From an optimization exercise on the open Yosys and OpenROAD flow, aimed at small area and a short achievable clock period; shortcuts taken in it are not production practice.
Function was checked by simulation only, so behaviour that the tests miss may differ from the original.
Power figures rest on the tool's default switching activity, not on a simulated workload.

==> flow/design.v <==
module abcd_output
(
	input clk,
	input rstn,
	input rx_pin_in,
	output ch_a_output, ch_b_output, ch_c_output, ch_d_output
);
	reg h2l_f1, h2l_f2;
	always @(posedge clk or negedge rstn)
		if (!rstn) begin
			h2l_f1 <= 1'b1;
			h2l_f2 <= 1'b1;
		end else begin
			h2l_f1 <= rx_pin_in;
			h2l_f2 <= h2l_f1;
		end
	wire h2l = h2l_f2 & ~h2l_f1;
	reg [3:0] st;							 
	reg [12:0] cnt;							 
	wire counting = (st != 4'd0) && (st <= 4'd12);
	wire bps = (st == 4'd1) ? (cnt[11] & cnt[9] & cnt[5] & cnt[3] & cnt[2])
	                         : (cnt[12] & cnt[10] & cnt[6] & cnt[4] & cnt[2] & cnt[1] & cnt[0]);
	always @(posedge clk or negedge rstn)
		if (!rstn)
			cnt <= 13'd0;
		else if (counting && !bps)
			cnt <= cnt + 1'b1;
		else
			cnt <= 13'd0;
	always @(posedge clk or negedge rstn)
		if (!rstn)
			st <= 4'd0;
		else case (st)
			4'd0, 4'd15: st <= h2l ? 4'd1 : 4'd0;
			4'd12, 4'd13, 4'd14: st <= st + 1'b1;
			default: if (bps) st <= st + 1'b1;
		endcase
	reg [15:0] sr;
	wire sample = bps && (st >= 4'd2) && (st <= 4'd9);
	always @(posedge clk)
		if (sample)
			sr <= {rx_pin_in, sr[15:1]};
	wire [7:0] rdata = sr[15:8];
	wire byte_ev = (st == 4'd15);			 
	reg [1:0] cst;							 
	reg [2:0] func;							 
	wire [2:0] func_code =
		(rdata[7:3] == 5'b01000 && rdata[2:0] != 3'd7) ? rdata[2:0] :
		(rdata == 8'd83) ? 3'd7 : 3'd0;
	always @(posedge clk or negedge rstn)
		if (!rstn)
			cst <= 2'd0;
		else if (byte_ev)
			cst <= (cst == 2'd1) ? 2'd2 : (cst == 2'd0) ? 2'd1 : 2'd0;
	always @(posedge clk)
		if (byte_ev && cst == 2'd0)
			func <= func_code;
	wire [15:0] value = {sr[7:0], sr[15:8]};
	wire commit = byte_ev && (cst == 2'd2);
	localparam [31:0] DIVIDEND = 32'd50000000;
	wire [4:0] cl = cnt[4:0];
	wire [4:0] bidx = 5'd26 - cl;
	wire dbit = DIVIDEND[bidx] & st[0] & st[1];
	wire rclr = (cl == 5'd0) && st[0] && st[1];	 
	reg [15:0] nrem;
	reg [15:0] nquo;
	wire [16:0] nr2 = {nrem, ~dbit};
	wire [16:0] sum;
	wire co;
	add_c #(17) u_div (.a(nr2), .b({1'b0, value}), .s(sum), .co(co));
	wire ge = ~co;
	always @(posedge clk) begin
		nrem <= rclr ? 16'hffff : (ge ? sum[15:0] : nr2[15:0]);
		nquo <= {nquo[14:0], co};
	end
	reg [9:0] delay_a, delay_b, delay_c, delay_d, duty;
	reg [15:0] nframe, ntick;				 
	wire nz = (value != 16'd0);
	wire [9:0] vsat = value[9:0] | {10{|value[15:10]}};
	always @(posedge clk or negedge rstn)
		if (!rstn) begin
			delay_a <= 10'd0;
			delay_b <= 10'd10;
			delay_c <= 10'd20;
			delay_d <= 10'd30;
			duty <= 10'd5;
			nframe <= ~16'd19264;			 
			ntick <= ~16'd50000;			 
		end else if (commit) begin
			case (func)
				3'd1: delay_a <= vsat;
				3'd2: delay_b <= vsat;
				3'd3: delay_c <= vsat;
				3'd4: delay_d <= vsat;
				3'd5: duty <= vsat;
				3'd6: if (nz) nframe <= nquo;
				3'd7: if (nz) ntick <= nquo;
				default: ;
			endcase
		end
	reg [15:0] fcnt, tcnt;
	reg [9:0] tnum;
	reg oa, ob, oc, od;
	wire frame, tick;
	cmp_chain #(16) u_fr (.a(fcnt), .nb(nframe), .ci(1'b1), .co(frame));
	cmp_chain #(16) u_tk (.a(tcnt), .nb(ntick), .ci(1'b1), .co(tick));
	wire [15:0] fcnt_inc, tcnt_inc;
	wire [9:0] m;
	incr #(16) u_fi (.a(fcnt), .ci(~tick), .s(fcnt_inc));
	incr #(16) u_ti (.a(tcnt), .ci(1'b1), .s(tcnt_inc));
	incr #(10) u_ni (.a(tnum), .ci(tick), .s(m));		 
	wire [9:0] w;
	wire wpos;
	sub_ge #(10) u_w (.a(m), .b(duty), .d(w), .ge(wpos));
	wire duty0 = ~|duty;
	wire force1 = frame | duty0;
	wire kill = force1 | ~wpos;
	wire [9:0] nb1 = ~(m & {10{~force1}});
	wire [9:0] nb2 = ~(w & {10{~kill}});
	wire g1a, g1b, g1c, g1d, g2a, g2b, g2c, g2d;
	cmp_chain #(10) u_1a (.a(delay_a), .nb(nb1), .ci(1'b0), .co(g1a));
	cmp_chain #(10) u_1b (.a(delay_b), .nb(nb1), .ci(1'b0), .co(g1b));
	cmp_chain #(10) u_1c (.a(delay_c), .nb(nb1), .ci(1'b0), .co(g1c));
	cmp_chain #(10) u_1d (.a(delay_d), .nb(nb1), .ci(1'b0), .co(g1d));
	cmp_chain #(10) u_2a (.a(delay_a), .nb(nb2), .ci(kill), .co(g2a));
	cmp_chain #(10) u_2b (.a(delay_b), .nb(nb2), .ci(kill), .co(g2b));
	cmp_chain #(10) u_2c (.a(delay_c), .nb(nb2), .ci(kill), .co(g2c));
	cmp_chain #(10) u_2d (.a(delay_d), .nb(nb2), .ci(kill), .co(g2d));
	wire upd = frame | tick;
	always @(posedge clk or negedge rstn)
		if (!rstn) begin
			fcnt <= 16'd0;
			tcnt <= 16'd0;
			tnum <= 10'd0;
			oa <= 1'b0; ob <= 1'b0; oc <= 1'b0; od <= 1'b0;
		end else begin
			fcnt <= frame ? 16'd0 : fcnt_inc;
			tcnt <= upd ? 16'd0 : tcnt_inc;
			tnum <= frame ? 10'd0 : m;
			if (upd) begin
				oa <= ~g1a & g2a;
				ob <= ~g1b & g2b;
				oc <= ~g1c & g2c;
				od <= ~g1d & g2d;
			end
		end
	assign ch_a_output = oa;
	assign ch_b_output = ob;
	assign ch_c_output = oc;
	assign ch_d_output = od;
endmodule
module cmp_chain #(parameter N = 16)
(
	input [N-1:0] a,
	input [N-1:0] nb,
	input ci,
	output co
);
	wire [N:0] c;
	assign c[0] = ci;
	genvar i;
	generate for (i = 0; i < N; i = i + 1) begin : g
		assign c[i+1] = (a[i] & nb[i]) | (c[i] & (a[i] | nb[i]));
	end endgenerate
	assign co = c[N];
endmodule
module add_c #(parameter N = 17)
(
	input [N-1:0] a,
	input [N-1:0] b,
	output [N-1:0] s,
	output co
);
	wire [N:0] c;
	assign c[0] = 1'b0;
	genvar i;
	generate for (i = 0; i < N; i = i + 1) begin : g
		assign s[i] = a[i] ^ b[i] ^ c[i];
		assign c[i+1] = (a[i] & b[i]) | (c[i] & (a[i] | b[i]));
	end endgenerate
	assign co = c[N];
endmodule
module incr #(parameter N = 16)
(
	input [N-1:0] a,
	input ci,
	output [N-1:0] s
);
	wire [N:0] c;
	assign c[0] = ci;
	genvar i;
	generate for (i = 0; i < N; i = i + 1) begin : g
		assign s[i] = a[i] ^ c[i];
		assign c[i+1] = a[i] & c[i];
	end endgenerate
endmodule
module sub_ge #(parameter N = 17)
(
	input [N-1:0] a,
	input [N-1:0] b,
	output [N-1:0] d,
	output ge
);
	wire [N:0] c;
	assign c[0] = 1'b1;
	genvar i;
	generate for (i = 0; i < N; i = i + 1) begin : g
		assign d[i] = a[i] ^ ~b[i] ^ c[i];
		assign c[i+1] = (a[i] & ~b[i]) | (c[i] & (a[i] | ~b[i]));
	end endgenerate
	assign ge = c[N];
endmodule
clock: 110.0 ns
lec_check: 0
abc_area: 1
cap_margin: 20
core_margin: 2
core_utilization: 75
slew_margin: 20
standard.sh (not shown) runs the stock make flow with config.mk's settings and CLKGATE_MAP_FILE= SYNTH_SCRIPT=/design/flow/synth_recipe.tcl, a recipe that flattens the netlist after the stock synthesis.
==> flow/flow/run.sh <==
#!/bin/bash
# Own layout flow: the standard ORFS flow with
#  - a stronger area-oriented ABC script for the synthesis's logic mapping
#    (registers are mapped before ABC, so they are the standard synthesis's),
#  - the CTS and port-buffer options given in flow/opts.sh.
# Each step's full output goes to a log file in this folder and in orfs/logs.
set -euo pipefail
W=$PWD
rm -rf "$W/scripts_mod"
cp -r "$FLOW_HOME/scripts" "$W/scripts_mod"
cp "$W/flow/abc_area.script" "$W/scripts_mod/abc_area.script"
source "$W/flow/opts.sh"
bash "$W/standard.sh" SCRIPTS_DIR="$W/scripts_mod" "${EXTRA_ARGS[@]}" finish > "$W/standard_flow.log" 2>&1
==> flow/flow/abc_area.script <==
strash
balance -l;resub -K 6 -l;rewrite -l;resub -K 6 -N 2 -l;refactor -l;resub -K 8 -l;balance -l;resub -K 8 -N 2 -l;rewrite -l;resub -K 10 -l;rewrite -z -l;resub -K 10 -N 2 -l;balance -l;resub -K 12 -l;refactor -z -l;resub -K 12 -N 2 -l;rewrite -z -l;balance -l
&get -n
&dch -f
&nf -a -p -R 1000
&put
==> flow/flow/opts.sh <==
# make variables passed to standard.sh (they override the ones it sets)
EXTRA_ARGS=(
  "ADDER_MAP_FILE="
  "CTS_ARGS=-sink_clustering_enable -repair_clock_nets -buf_list sky130_fd_sc_hd__clkbuf_8 -root_buf sky130_fd_sc_hd__clkbuf_16 -sink_clustering_size 20 -sink_clustering_max_diameter 60 -dont_use_dummy_load"
  "BUFFER_PORTS_ARGS=-buffer_cell sky130_fd_sc_hd__buf_2"
)
The first run completed without violations.
Then changed:
- CORE_UTILIZATION: 75 -> 60
Effect: The changed run completed with no timing, DRC or antenna violations; worst hold slack is worse by 0.014 ns; sequential share of layout area goes down by 0.29 points; setup slack is better by 0.031 ns; routed wire length goes down by about 4%; utilization goes down by 15 points; sequential power is about the same; final cell count goes up by 3.5%; synthesized cell count stays the same; clock-buffer cell count stays the same; clock power hardly moves; fmax barely changes.
Then changed:
- CORE_UTILIZATION: 60 -> 85
Non-clock buffer count came out lower by 1.
Design area decreases by 0.74%.
Sequential share of layout area rises by 0.39 points.
First-iteration DRC count went up to 3.0 times its value.

// abcd_output: RTL as listed in full above, without the edits since
==> flow/config.mk <==
export PLATFORM = sky130hd
export DESIGN_NAME = abcd_output
export DESIGN_NICKNAME = abcd_output
export VERILOG_FILES = /design/flow/design.v
export SDC_FILE = /design/flow/constraint.sdc
export NUM_CORES = 4
export LEC_CHECK = 0
export ABC_AREA = 1
export CAP_MARGIN = 20
export CORE_MARGIN = 2
export CORE_UTILIZATION = 60
export SLEW_MARGIN = 20
==> flow/constraint.sdc <==
create_clock -name core_clock -period 110.0 [get_ports {clk}]
set_input_delay 22.0000 -clock core_clock [delete_from_list [all_inputs] [get_ports {clk}]]
set_output_delay 22.0000 -clock core_clock [all_outputs]
set_load 0.01 [all_outputs]
==> flow/flow/opts.sh <==
# make variables passed to standard.sh (they override the ones it sets)
EXTRA_ARGS=(
  "ADDER_MAP_FILE="
  "CTS_ARGS=-sink_clustering_enable -repair_clock_nets -buf_list sky130_fd_sc_hd__clkbuf_8 -root_buf sky130_fd_sc_hd__clkbuf_16 -sink_clustering_size 30 -sink_clustering_max_diameter 100 -dont_use_dummy_load"
  "BUFFER_PORTS_ARGS=-buffer_cell sky130_fd_sc_hd__buf_2"
)
Scripts as last shown in full above: flow/flow/run.sh, flow/flow/abc_area.script
Rerun with:
==> flow/flow/opts.sh (replaced) <==
EXTRA_ARGS=(
  "ADDER_MAP_FILE="
  "CTS_ARGS=-sink_clustering_enable -repair_clock_nets -buf_list sky130_fd_sc_hd__clkbuf_16 -root_buf sky130_fd_sc_hd__clkbuf_16 -sink_clustering_size 50 -sink_clustering_max_diameter 300 -dont_use_dummy_load"
  "BUFFER_PORTS_ARGS=-buffer_cell sky130_fd_sc_hd__buf_2"
)
Effect: The changed run went through all stages and came out clean; final area grows by 1.9%; register-to-register slack loses 0.03 ns; clock-buffer cell count is unchanged.
Rerun with:
==> flow/flow/opts.sh (replaced) <==
EXTRA_ARGS=(
  "ADDER_MAP_FILE="
  "CTS_ARGS=-sink_clustering_enable -repair_clock_nets -buf_list sky130_fd_sc_hd__clkbuf_8 -root_buf sky130_fd_sc_hd__clkbuf_16 -sink_clustering_size 25 -sink_clustering_max_diameter 300 -sink_clustering_levels 1 -dont_use_dummy_load"
  "BUFFER_PORTS_ARGS=-buffer_cell sky130_fd_sc_hd__buf_2"
)
=> Flip-flop and latch count does not change; die area stays the same; design area is lower by 1.8%; synthesized cell count does not change; hold slack gets worse by 0.012 ns.
Rerun with:
==> flow/flow/opts.sh (replaced) <==
EXTRA_ARGS=(
  "ADDER_MAP_FILE="
  "CTS_ARGS=-sink_clustering_enable -repair_clock_nets -buf_list {sky130_fd_sc_hd__clkbuf_4 sky130_fd_sc_hd__clkbuf_8} -root_buf sky130_fd_sc_hd__clkbuf_16 -dont_use_dummy_load"
  "BUFFER_PORTS_ARGS=-buffer_cell sky130_fd_sc_hd__buf_2"
)
Result:
- The changed run passed the timing, DRC and antenna checks
- total power stays the same
- worst setup slack is unchanged
- combinational power hardly moves
- fmax is unchanged

-- port drivers added, routing unchanged --
The results above use ideal ports. As a check the final layouts listed here were re-extracted and re-timed, cells and wires unchanged. Step 1, drivers: a clkbuf_16 drives clk and a buf_2 each remaining input, both assumed. Step 2, shift: input delay + t, output delay - t, t = (earliest + latest rising clock arrival at the registers) / 2. This alone moves slack from input paths to output paths. Slacks: ideal ports / drivers / drivers and shift; pairs: ideal ports / drivers.
run | t, ns | setup WS [ns] | cell pins on the clock port's net
the first run of note 1 | 0.428 | 87.067 / 87.056 / 86.641 | 1
the second run of note 1 | 0.421 | 87.097 / 87.050 / 86.798 | 1
the third run of note 1 | 0.427 | 86.967 / 86.965 / 86.538 | 1
the first run of note 2 | 0.421 | 87.097 / 87.050 / 86.798 | 1
the second run of note 2 | 0.469 | 87.062 / 87.014 / 86.802 | 1
the third run of note 2 | 0.421 | 87.097 / 87.050 / 86.798 | 1
the fourth run of note 2 | 0.421 | 87.097 / 87.050 / 86.798 | 1
After both steps setup and hold are still met in every run listed. The setup slack of the third run of note 1, which loses most, moves by -0.002 ns with the drivers and by -0.429 ns with both steps. Setup slack includes reset recovery checks.
